From an optimization exercise on the open Yosys and OpenROAD flow, aimed at small area; shortcuts taken in it are not production practice.
Function was checked by simulation only, so behaviour that the tests miss may differ from the original.
Power is estimated from default activity; no workload was simulated.

`run.sh`:
```
#!/bin/bash
# synth_recipe.tcl (not shown) runs the flow's synth.tcl, then flattens the netlist and writes it again
# the make line also repeats each setting of config.mk as NAME=value (left out here)
make -C /OpenROAD-flow-scripts/flow DESIGN_CONFIG=/design/flow/config.mk WORK_HOME=/design/flow/orfs CLKGATE_MAP_FILE= SYNTH_SCRIPT=/design/flow/synth_recipe.tcl finish
```
`config.mk`:
```
export PLATFORM = sky130hd
export DESIGN_NAME = N64_Driver
export DESIGN_NICKNAME = N64_Driver
export VERILOG_FILES = /design/flow/design.v
export SDC_FILE = /design/flow/constraint.sdc
export NUM_CORES = 4
export LEC_CHECK = 0
export CAP_MARGIN = 20
export CORE_MARGIN = 2
export CORE_UTILIZATION = 40
export SLEW_MARGIN = 20
```
`constraint.sdc`:
```
create_clock -name core_clock -period 10.0 [get_ports {PCLK}]
set_input_delay 2.0000 -clock core_clock [delete_from_list [all_inputs] [get_ports {PCLK}]]
set_output_delay 2.0000 -clock core_clock [all_outputs]
set_load 0.01 [all_outputs]
```
`design.v`:
```
module N64_Driver(
input PCLK,  
input PRESERN,  
input PSEL,  
input PENABLE,  
output wire PREADY,  
output wire PSLVERR,  
input PWRITE,  
input [31:0] PADDR,  
input wire [31:0] PWDATA,  
output reg [31:0] PRDATA,  
input wire N64_data,  
output wire N64_drive_low,  
output reg FABINT
);
assign PREADY = 1'b1;
assign PSLVERR = 1'b0;
reg [31:0] dataReg;
reg [8:0] commandReg;
reg N64_enable;
reg N64_reg;
reg [31:0] N64_reg_out;
reg [31:0] bits_recieved;
reg [31:0] bits_sent;
reg sending_data;
reg recieving_data;
reg recieve_counter_reset;
reg [31:0] recieve_counter;
wire WRITE_EN;
assign WRITE_EN = (PENABLE && PWRITE && PSEL);
reg [31:0] interupt_period;
reg [31:0] interupt_timer;
reg interupt_timer_reset;
always@(posedge PCLK) begin
if (~PRESERN)
	N64_enable <= 0;
else if (WRITE_EN && (PADDR[3:2] == 2'b01))
	N64_enable <= PWDATA[0];
end
reg FABINT_reg;
always@(posedge PCLK) begin
if (~PRESERN) begin
	FABINT <= 1'b0;
	interupt_timer_reset <= 1'b0;
	interupt_timer <= 1'b0;
	interupt_period <= 10000000;
end
else if (interupt_timer_reset) begin
	interupt_timer <= 0;
	interupt_timer_reset <= 0;
end
else if (N64_enable) begin
	if (interupt_timer == interupt_period) begin 
		interupt_timer_reset <= 1;
		FABINT <= 1'b1;
	end
	else begin
		FABINT <= 1'b0;
		interupt_timer <= interupt_timer + 1;
	end
end
end
always@(posedge PCLK) begin
if(~PRESERN)
	recieve_counter <= 0;
else if(recieve_counter_reset)
	recieve_counter <= 0;
else if (recieving_data)
	recieve_counter <= recieve_counter + 1;
end
reg send_counter_reset;
reg [31:0] send_counter;
always@(posedge PCLK) begin
if(~PRESERN)
	send_counter <= 0;
else if(send_counter_reset)
	send_counter <= 0;
else if (sending_data)
	send_counter <= send_counter + 1;
end
reg [2:0] syncer;
always@(posedge PCLK) begin
if(~PRESERN)
    syncer <= 3'b111;
else if(N64_data) begin
    syncer[0] <= 1'b1;
    syncer[1] <= 1'b1;
    syncer[2] <= 1'b1;
end
else begin
    syncer[0] <= 1'b0;
    syncer[1] <= syncer[0];
    syncer[2] <= syncer[1];
end
end
always@(posedge PCLK) begin
if (~PRESERN) begin
	recieving_data <= 0;
	bits_recieved <= 0;
end
else begin
	if (syncer[1] == 1'b0 && syncer[2] == 1'b1 && ~sending_data) begin
		recieve_counter_reset <= 1;
		if (~recieving_data) begin
			recieving_data <= 1;
			bits_recieved <= 0;
		end
	end
	else
		recieve_counter_reset <= 0;
	if (bits_recieved >= 32 && recieving_data) begin
		PRDATA <= N64_reg_out;
		recieving_data <= 0;
		bits_recieved <= 0;
	end
end
if (recieving_data) begin
	if (recieve_counter == 200)
		N64_reg_out <= (N64_reg_out << 1);
	else if (recieve_counter == 201) begin
		if (bits_recieved != 33)
			N64_reg_out[0] <= N64_data;
		bits_recieved <= bits_recieved + 1;
	end
end
if (~PRESERN)
	sending_data <= 0;
else begin
	if (WRITE_EN && PADDR[3:2] == 2'b00)
		commandReg <= PWDATA[8:0];
	if (WRITE_EN && ~sending_data) begin
		sending_data <= 1;
		recieving_data <= 0;
		bits_recieved <= 0;
		send_counter_reset <= 1;
		bits_sent <= 0;
		PRDATA <= N64_reg_out;
	end
	if (sending_data) begin
		if (send_counter < 100)
			N64_reg <= 0;
		else if (send_counter >= 100 && send_counter < 300) begin
			if (commandReg[8-bits_sent])
				N64_reg <= 1;
			else
				N64_reg <= 0;
		end
		else 
			N64_reg <= 1;
		if (send_counter == 300) begin
			if (bits_sent == 8) begin
				sending_data <= 0;
				recieving_data <= 1;
			end
			bits_sent <= bits_sent + 1;
		end
		if (send_counter == 400)
			send_counter_reset <= 1;
		else
			send_counter_reset <= 0;
	end
end
if (~PRESERN) begin
	commandReg <= 0;
	N64_reg <= 0;
	N64_reg_out <= 0;
	bits_recieved <= 0;
	bits_sent <= 0;
	sending_data <= 0;
	recieving_data <= 0;
	recieve_counter_reset <= 0;
	send_counter_reset <= 0;
	PRDATA <= 0;
end
end
assign N64_drive_low = ~N64_reg;
endmodule
```
==> results by group, run 1 <==
Synth
  • Post-Synth XOR/XNOR Area: 0.06051
  • Most frequent cells after synthesis: dfxtp_1, nand2_1, nor2_1, mux2i_1, nor4_1
  • Top cells by area, synth: dfxtp_1, mux2i_1, xnor2_1
  • Synth cell types: 60
  • Largest family of logic cells by synthesized area: simple AND/OR/NAND/NOR gates
  • Simple-gate area share of the yosys netlist: 0.3011
  • EDFF count, synth: 0
  • Synth warn: 1
  • Cell area after synthesis: 0.01201 mm^2
  • Yosys top cell by area: dfxtp_1
  • Synth Flop Type: dfxtp_1
  • #FFs+latches synth: 244
  • Compound-Gate Fraction of Synth Area: 0.08904
  • Area share of the largest cell type after synthesis: 0.4066
  • Synthesized area per cell: 8.527 um^2
  • Post-Syn Instances: 1409
  • Mux contribution to synthesized area: 0.08290
  • Ys async rst share: 0
  • Syn_nets: 1491
  • Post-Synth Adder-Cell Area: 0.01250
  • Count leader, synth: dfxtp_1
  • Register area share after synthesis: 0.4066

Drt
  • Final ANT Viol Nets: 0
  • Top layer used by detailed routing: met4
  • WL met2: 12090 um
  • Via count: 9948
  • Routed met3 length: 898 um
  • Iter 0 DRT Violations: 600
  • Via/cell ratio: 5.466
  • DR pass1 iterations: 5
  • DR WL/cell: 14.77 um
  • Routed WL: 26880 um
  • Metal1 wirelength: 13400 um
  • DRC Markers: 0

Setup path
  • CP Class: in2reg
  • CP dominant cell by count: buf_4
  • R2r startpoint: sending_data
  • Crit path buf inv count: 3
  • Crit path required time: 10460 ps
  • R2r setup slk: 7130 ps
  • Crit-path cells: buf_4, buf_4, o21ai_4, buf_4, nor3_1, nand3_1, o21ai_0
  • Critical Path Max Stage Delay: 740 ps
  • CP Data Arrival Time: 4150 ps
  • FF-to-FF End: bits_sent[21]
  • Cell family with most CP delay: buffers and inverters
  • Reg2reg path depth: 5
  • Startpoint Class: primary input
  • Critical-path top delay cell: buf_4
  • Worst Setup End Kind: register
  • CP Max Fanout: 102

Clock tree
  • Clock H-tree levels: 1
  • Hold_buf cts: 0
  • CTS Buffer Depth: 3
  • Clock sink count: 244
  • Post-CTS Repair Setup Buffers: 0
  • Clock root buffer: clkbuf_16
  • Reg clk slew, reported paths: 60 ps
  • CTS tree: done
  • Clk latency of the worst-skew pair: 540 ps
  • Post-CTS sizing: 0
  • Number of CTS-inserted buffers: 29

STA
  • Finish-stage setup viols: 0
  • Worst-Margin Slew: 1007 ps
  • Slew margin rel.: 0.3248
  • Clock skew: 6.372 ps
  • Min Hold Slack: 413.3 ps
  • Final hold vios: 0
  • Final slew viol count: 0
  • Fmax: 270.4 MHz
  • Tcrit/Tclk final: 0.3698
  • Post-route minimum period: 3698 ps
  • RSZ-0062 raised after global routing: no
  • Final TNS setup: 0 ps

Placed design
  • Gp weighted congestion: 0.7828
  • Port buffer count: 50
  • Area after DPL: 0.01271 mm^2
  • Placed wire-length estimate: 17670 um

Layout
  • Antenna cells: 0
  • NumNets Final: 1493
  • Synthesis-to-finish area growth: 13.84%
  • Fin area: 0.01368 mm^2
  • Layout cells sized above 1: 0.05315

Min path
  • Worst Hold End: syncer[1]
  • Hold Path Stages: 1
  • Hold/Removal Path Class: reg2reg
  • Hold Startpoint: syncer[0]

Power and ir drop
  • Pleak: 4.368 nW
  • Worst VDD drop: 0.0001124 V
  • P per Cell Area: 153.2 mW/mm^2

Flow run
  • Max_cap viols: 0

Global routing
  • Total track usage: 0.1681
  • Vias in the first global route: 9080
  • GRT overflow: 0
  • First-pass GRT wire length: 45110 um
  • Largest net degree at the start of global routing: 103
  • Initial antenna violation count: 0

Floorplan
  • Die Ht: 177.3 um
  • Placement row count: 63
  • Core area: 0.02964 mm^2
  • Die Wd: 177.3 um
  • Io pins: 106
  • Die ar.: 0.03144 mm^2
  • Initial Utilization: 0.4054

Status
  • Status: complete, no violations
[worst max path at each step]
stage,startpoint,to,slack [ps],cells after the start
4_1_cts,PSEL,bits_recieved[14],6330,7
2_1_floorplan,PRESERN,bits_recieved[10],6910,5
3_3_place_gp,PSEL,bits_recieved[14],5770,7
3_5_place_dp,PSEL,bits_recieved[14],5790,7
5_1_grt,PRESERN,bits_recieved[14],6070,7
6_report,PRESERN,bits_recieved[14],6300,7
[logic make-up (layout without fill, tap and decap cells)]
group / count (synthesis) / after routing
AND/OR/NAND/NOR: 668 / 668
flip-flops: 244 / 244
AO/OA/AOI/OAI: 173 / 173
buffers and inverters: 130 / 151
multiplexers: 97 / 97
XOR/XNOR: 83 / 83
adder cells (fa/ha/maj): 12 / 12
other: 2 / 2
[area by class of cell]
class | count | area, um^2
clock buffers | 42 | 844.6
clock inverters | 8 | 125.1
fillers | 2918 | 15960
inverters | 40 | 150.1
multi-input cells | 1035 | 6604
flip-flops and latches | 244 | 4885
well taps | 390 | 488.0
repair buffers | 61 | 580.6
[cells in the final DEF, fill, tap and decap left out, types with 3 or more instances in the layout]
master / count
ha_1: 12
nand3_1: 65
clkbuf_1: 6
nor2_1: 105
nand4_1: 50
nor2b_1: 44
and3_1: 20
mux2i_1: 95
nand2_1: 146
a21o_1: 4
dfxtp_1: 244
buf_4: 12
xor2_1: 18
a31oi_1: 12
a211oi_1: 13
o21ai_0: 47
or3_1: 33
or4_1: 17
a21boi_0: 3
a21oi_1: 57
and4_1: 24
nor4b_1: 10
nor3_1: 42
o31ai_1: 13
nand2b_1: 7
inv_1: 40
xnor2_1: 65
and2_1: 10
nor4bb_1: 6
clkbuf_16: 29
nor4_1: 66
bufinv_16: 3
nor3b_1: 6
clkdlybuf4s50_1: 49
or2_2: 3
a31o_2: 3
clkbuf_8: 7
a41oi_1: 4
[through the flow]
| stage | util | power, mW | setup WS, ps | cells |
|---|---|---|---|---|
| finish | 0.4615 | 2.095 | 6302 | 1820 |
| global route | 0.4615 | 2.174 | 6071 | 1820 |
| CTS | 0.4615 | 2.127 | 6333 | 1820 |
| detailed placement | 0.4287 | 1.054 | 5788 | 1770 |
| global placement | 0.4287 | 1.054 | 5772 | 1770 |
| floorplan | - | 1.035 | 6906 | 1409 |
[where the power goes]
group | total [mW] | internal (mW) | switching (mW) | leakage [nW]
Clock | 1.06 | 0.658 | 0.405 | 0.473
Sequential | 0.978 | 0.975 | 0.00342 | 1.97
Combinational | 0.0542 | 0.0198 | 0.0344 | 1.93
Total | 2.10 | 1.65 | 0.443 | 4.37
[metal layers]
layer,track usage,vias up
met5,0,-
met4,0.03928,0
met3,0.02121,35
met2,0.2677,154
met1,0.2418,4696
li1,-,5063
[worst register-to-register path: stages (launching register included)]
cell	delay, ps
dfxtp_1	770
and3_1	480
and4b_1	270
nand4_1	510
or4_1	610
a21oi_1	160
==> run 2, diff against run 1 <==
==> design.v (replaced) <==
module N64_Driver(
input PCLK,
input PRESERN,
input PSEL,
input PENABLE,
output wire PREADY,
output wire PSLVERR,
input PWRITE,
input [31:0] PADDR,
input wire [31:0] PWDATA,
output reg [31:0] PRDATA,
input wire N64_data,
output wire N64_drive_low,
output reg FABINT
);
assign PREADY = 1'b1;
assign PSLVERR = 1'b0;
wire we    = PSEL & PENABLE & PWRITE;
wire wr0   = we & ~PADDR[3] & ~PADDR[2];
wire wr1   = we & ~PADDR[3] &  PADDR[2];
reg        en;
reg  [8:0] cmd;
reg        sending, receiving;
reg  [8:0] scnt;       
reg  [5:0] bcnt;       
reg        nreg;
reg  [1:0] lows;       
reg        rcr;
reg  [7:0] rcnt;       
reg [31:0] sr;
wire start = we & ~sending;
wire fe    = (lows == 2'd2);
wire s301  = (scnt == 9'd301);
wire endsend = sending & s301 & bcnt[3];
wire rdone = receiving & bcnt[5];
wire ev200 = receiving & (rcnt == 8'd200);
wire ev201 = receiving & (rcnt == 8'd201);
wire rsat  = (rcnt == 8'd202);
reg [23:0] lf;
reg        itr;
wire       lterm = (lf == 24'hc9adf3);
wire       lfb   = ~(lf[23] ^ lf[22] ^ lf[21] ^ lf[16]);
wire l_go = PRESERN & ~itr & en & ~lterm;
wire l_hd = PRESERN & ~itr & ~(en & ~lterm);
always @(posedge PCLK) lf <= ({24{l_go}} & {lf[22:0], lfb}) | ({24{l_hd}} & lf);
always @(posedge PCLK) begin
	if (~PRESERN) begin
		itr <= 1'b0;
		FABINT <= 1'b0;
	end else if (itr)
		itr <= 1'b0;
	else if (en) begin
		itr <= lterm;
		FABINT <= lterm;
	end
end
wire c_ld = PRESERN & wr0;
wire c_hd = PRESERN & ~wr0;
wire e_ld = PRESERN & wr1;
wire e_hd = PRESERN & ~wr1;
always @(posedge PCLK) begin
	cmd <= ({9{c_ld}} & PWDATA[8:0]) | ({9{c_hd}} & cmd);
	en <= (e_ld & PWDATA[0]) | (e_hd & en);
end
always @(posedge PCLK) begin
	if (~sending | (scnt == 9'd401))
		scnt <= 9'd0;
	else
		scnt <= scnt + 9'd1;
end
always @(posedge PCLK) begin
	if (~PRESERN)
		lows <= 2'd0;
	else if (N64_data)
		lows <= 2'd0;
	else if (lows != 2'd3)
		lows <= lows + 2'd1;
end
always @(posedge PCLK) rcr <= fe & ~sending;
always @(posedge PCLK) begin
	if (~PRESERN | rcr)
		rcnt <= 8'd0;
	else if (receiving & ~rsat)
		rcnt <= rcnt + 8'd1;
end
wire [8:0] cmdr = {cmd[0], cmd[1], cmd[2], cmd[3], cmd[4], cmd[5], cmd[6], cmd[7], cmd[8]};
always @(posedge PCLK) begin
	if (~PRESERN) begin
		sending <= 1'b0;
		receiving <= 1'b0;
		bcnt <= 6'd0;
		nreg <= 1'b0;
	end else begin
		if (start) begin
			sending <= 1'b1;
			receiving <= 1'b0;
		end else if (endsend) begin
			sending <= 1'b0;
			receiving <= 1'b1;
		end else if (fe & ~sending & ~receiving)
			receiving <= 1'b1;
		else if (rdone)
			receiving <= 1'b0;
		if (start | endsend | (rdone & ~ev201))
			bcnt <= 6'd0;
		else if ((sending & s301) | ev201)
			bcnt <= bcnt + 6'd1;
		if (sending & (scnt != 9'd0)) begin
			if (scnt <= 9'd100)
				nreg <= 1'b0;
			else if (scnt <= 9'd300)
				nreg <= cmdr[bcnt[3:0]];
			else
				nreg <= 1'b1;
		end
	end
end
wire pload = start | rdone;
wire p_ld  = PRESERN & pload;
wire p_hd  = PRESERN & ~pload;
always @(posedge PCLK) PRDATA <= ({32{p_ld}} & sr) | ({32{p_hd}} & PRDATA);
wire s_sh  = PRESERN & ev200;
wire s_hd  = PRESERN & ~ev200;
wire s_h0  = PRESERN & ~ev200 & ~ev201;
wire s_in  = PRESERN & ev201;
always @(posedge PCLK) begin
	sr[31:1] <= ({31{s_sh}} & sr[30:0]) | ({31{s_hd}} & sr[31:1]);
	sr[0] <= (s_in & N64_data) | (s_h0 & sr[0]);
end
assign N64_drive_low = ~nreg;
endmodule
==> run 2 against run 1 <==
Net effect: still clean on timing, DRC and antenna; clock-buffer cell count decreased by 22; core utilization grew 4.7 points; routed wire length shrank 65%; setup slack better by 160 ps; sequential power is 47% lower; register-to-register slack gained 260 ps; combinational power shrank 52%; highest routed layer unchanged.
==> results by group, run 2 <==
Status
  • Status: complete, no violations

Min path
  • Hold/Removal Path Class: reg2reg
  • Hold Startpoint: sr[31]

Synth
  • Simple-gate area share of the yosys netlist: 0.1806 (-0.1205)
  • Synth cell types: 49 (-18%)
  • Largest family of logic cells by synthesized area: simple AND/OR/NAND/NOR gates
  • Synthesized area per cell: 9.343 um^2 (+9.6%)
  • Post-Syn Instances: 539 (-62%)
  • Most frequent cells after synthesis: dfxtp_1, nand2_1, nor2_1, a21oi_1, mux2i_1
  • Mux contribution to synthesized area: 0.07404 (-0.008862)
  • Synth Flop Type: dfxtp_1
  • Post-Synth XOR/XNOR Area: 0.02957 (-0.03094)
  • Register area share after synthesis: 0.5128 (+0.1062)
  • Yosys top cell by area: dfxtp_1
  • Syn_nets: 620 (-58%)
  • Area share of the largest cell type after synthesis: 0.5128 (+0.1062)
  • #FFs+latches synth: 129 (-47%)
  • Cell area after synthesis: 0.005036 mm^2 (-58%)
  • Ys async rst share: 0 (unchanged)
  • Synth warn: 1 (unchanged)
  • Compound-Gate Fraction of Synth Area: 0.1369 (+0.04785)
  • EDFF count, synth: 0 (unchanged)
  • Count leader, synth: dfxtp_1
  • Top cells by area, synth: dfxtp_1, mux2i_1, nand2_1
  • Post-Synth Adder-Cell Area: 0.02733 (+0.01483)

STA
  • Final slew viol count: 0 (unchanged)
  • Finish-stage setup viols: 0 (unchanged)
  • Clock skew: 9.508 ps (+3.136 ps)
  • Post-route minimum period: 3540 ps (-158.5 ps)
  • RSZ-0062 raised after global routing: no
  • Fmax: 282.5 MHz (+4.5%)
  • Final hold vios: 0 (unchanged)
  • Slew margin rel.: 0.2968 (-0.02798)
  • Tcrit/Tclk final: 0.3540 (-0.01585)
  • Final TNS setup: 0 ps (unchanged)
  • Worst-Margin Slew: 1055 ps (+47.46 ps)

Placed design
  • Port buffer count: 50 (unchanged)
  • Placed wire-length estimate: 6259 um (-65%)
  • Gp weighted congestion: 0.7959 (+1.7%)

Clock tree
  • Post-CTS sizing: 0 (unchanged)
  • Reg clk slew, reported paths: 60 ps (about the same)
  • CTS Buffer Depth: 2 (-1)
  • CTS tree: done
  • Post-CTS Repair Setup Buffers: 0 (unchanged)
  • Number of CTS-inserted buffers: 17 (-41%)
  • Clock root buffer: clkbuf_16
  • Clk latency of the worst-skew pair: 410 ps (-130 ps)
  • Hold_buf cts: 0 (unchanged)
  • Clock H-tree levels: 4 (+3)
  • Clock sink count: 129 (-47%)

Layout
  • Final core occ: 0.5084 (+0.04698)
  • NumNets Final: 658 (-56%)
  • Layout cells sized above 1: 0.07470 (+0.02156)
  • Most common cell after layout, fill and taps aside: dfxtp_1
  • Synthesis-to-finish area growth: 22.78%
  • Most frequent cells in the layout: dfxtp_1, nand2_1, nor2_1
  • Antenna cells: 0 (unchanged)
  • Largest regs: PRDATA: 32 flops, sr: 32 flops, lf: 24 flops

Setup path
  • Crit path required time: 10290 ps (-170 ps)
  • Critical Path Max Stage Delay: 670 ps (-70 ps)
  • Reg2reg path depth: 5 (unchanged)
  • Worst Setup End Kind: register
  • End of the critical path: PRDATA[25]
  • CP Class: in2reg
  • Crit-path cells: clkdlybuf4s50_1, inv_2, nor2_2, buf_4, a22o_1
  • R2r setup slk: 7390 ps (+260 ps)
  • Stages on worst setup path: 5 (-2)
  • Startpoint Class: primary input
  • FF-to-FF End: lf[0]
  • Critical-path top delay cell: inv_2
  • Crit path buf inv count: 3 (unchanged)
  • CP Data Arrival Time: 3830 ps (-320 ps)
  • Cell family with most CP delay: buffers and inverters
  • CP Max Fanout: 45 (-56%)
  • CP startpoint: PRESERN
  • R2r startpoint: lf[17]

Floorplan
  • Core area: 0.01216 mm^2 (-59%)
  • Die Ht: 116.2 um (-34%)
  • Die ar.: 0.01350 mm^2 (-57%)
  • Die Wd: 116.2 um (-34%)
  • Io pins: 106 (unchanged)
  • Placement row count: 40 (-37%)
  • Initial Utilization: 0.4141 (+0.008742)

Power and ir drop
  • Pleak: 2.302 nW (-47%)
  • P per Cell Area: 179.9 mW/mm^2 (+17%)
  • Worst VDD drop: 0.0001147 V (+2.0%)

Global routing
  • Initial antenna violation count: 0 (unchanged)
  • Vias in the first global route: 3633 (-60%)
  • First-pass GRT wire length: 16240 um (-64%)
  • GRT overflow: 0 (unchanged)
  • Total track usage: 0.1521 (-0.01593)
  • Largest net degree at the start of global routing: 46 (-55%)

Drt
  • DRC Markers: 0 (unchanged)
  • DR pass1 iterations: 4 (-1)
  • Via/cell ratio: 4.996 (-8.6%)
  • Final ANT Viol Nets: 0 (unchanged)
  • Iter 0 DRT Violations: 161 (-73%)
  • Via count: 3782 (-62%)
  • DR WL/cell: 12.59 um (-15%)
  • Routed WL: 9527 um (-65%)

Flow run
  • Max_cap viols: 0 (unchanged)
==> run 2: logic make-up (layout without fill, tap and decap cells) <==
logic type,count (synthesis),after routing
muxes,37,37
xor gates and xnor gates,17,17
other,2,2
adders and majority gates,11,11
DFF,129,129
and+or+nand+nor,198,198
AOI/OAI and AO/OA,101,101
buffers and inverters,44,94
==> run 2: worst min path at each step <==
| stage | slack (ps) | cells past startpoint | to |
|---|---|---|---|
| 2_1_floorplan | 440 | 2 | sr[31] |
| 3_3_place_gp | 440 | 2 | sr[31] |
| 3_5_place_dp | 450 | 2 | sr[31] |
| 4_1_cts | 460 | 2 | sr[31] |
| 5_1_grt | 470 | 2 | sr[31] |
| 6_report | 450 | 2 | sr[31] |
==> run 2: final cells by class <==
cell class / instances / area, um^2
Clock inverter: 11 / 111.4
Fill cell: 1148 / 5978
Inverter: 10 / 37.54
Clock buffer: 20 / 446.7
Multi-Input combinational cell: 366 / 2272
Tap cell: 168 / 210.2
Timing Repair Buffer: 53 / 523.0
Sequential cell: 129 / 2582
==> run 2: tightest hold or removal path, delay by kind of cell, from the launching register on <==
family	cells	cell delay, ps
AND/OR/NAND/NOR	1	50
flip-flops	1	310
AO/OA/AOI/OAI	1	50
==> run 2: power by group <==
part	internal [mW]	switching, mW	total [mW]
clock	0.348	0.220	0.568
combinational	0.0103	0.0158	0.0261
sequential	0.516	0.00229	0.518
==> run 2: per-layer routing <==
layer / up-vias / global-route usage / share of wire
met2: 73 / 0.2538 / 0.49
met3: 8 / 0.03788 / 0.029
met5: - / 0 / 0
met4: 0 / 0.08413 / 0.0086
li1: 1935 / - / -
met1: 1766 / 0.1801 / 0.48
==> run 2: stage by stage <==
| stage | hold WS (ps) | area (um^2) | cells | setup WS [ps] | power (mW) |
|---|---|---|---|---|---|
| after floorplan | 436.0 | 5036 | 539 | 6833 | 0.5450 |
| after global placement | 443.5 | 5625 | 726 | 6038 | 0.5551 |
| after detailed placement | 449.2 | 5625 | 726 | 6021 | 0.5559 |
| after CTS | 457.6 | 6183 | 757 | 6455 | 1.130 |
| after global routing | 470.7 | 6183 | 757 | 6347 | 1.154 |
| final | 454.3 | 6183 | 757 | 6460 | 1.112 |

## afterwards: timing with drivers on the ports
The flow's constraints put no driver on any port. The routed layouts listed below were extracted and timed again, unchanged, in two steps. Step 1 sets driving cells, clkbuf_16 on the clock port and buf_2 on the other inputs (assumed; they add their load-dependent delay and slew). Step 2 times the ports against the registers' clock, not the clock port: input delays grow and output delays shrink by t, the midpoint of the rising clock arrivals with the driver on. a / b / c = no drivers / after step 1 / after step 2; a / b = the first two.
run	t (ns)	setup slack, ns	latest minus earliest clock arrival (ns)	pins driven straight from the clock port
run 1	0.581	6.302 / 6.311 / 5.729	0.007 / 0.007	1
run 2	0.444	6.460 / 6.475 / 6.031	0.009 / 0.010	1
After both steps setup and hold are still met in every run listed. The setup slack of run 1, which loses most, moves by +0.009 ns with the drivers and by -0.573 ns with both steps.
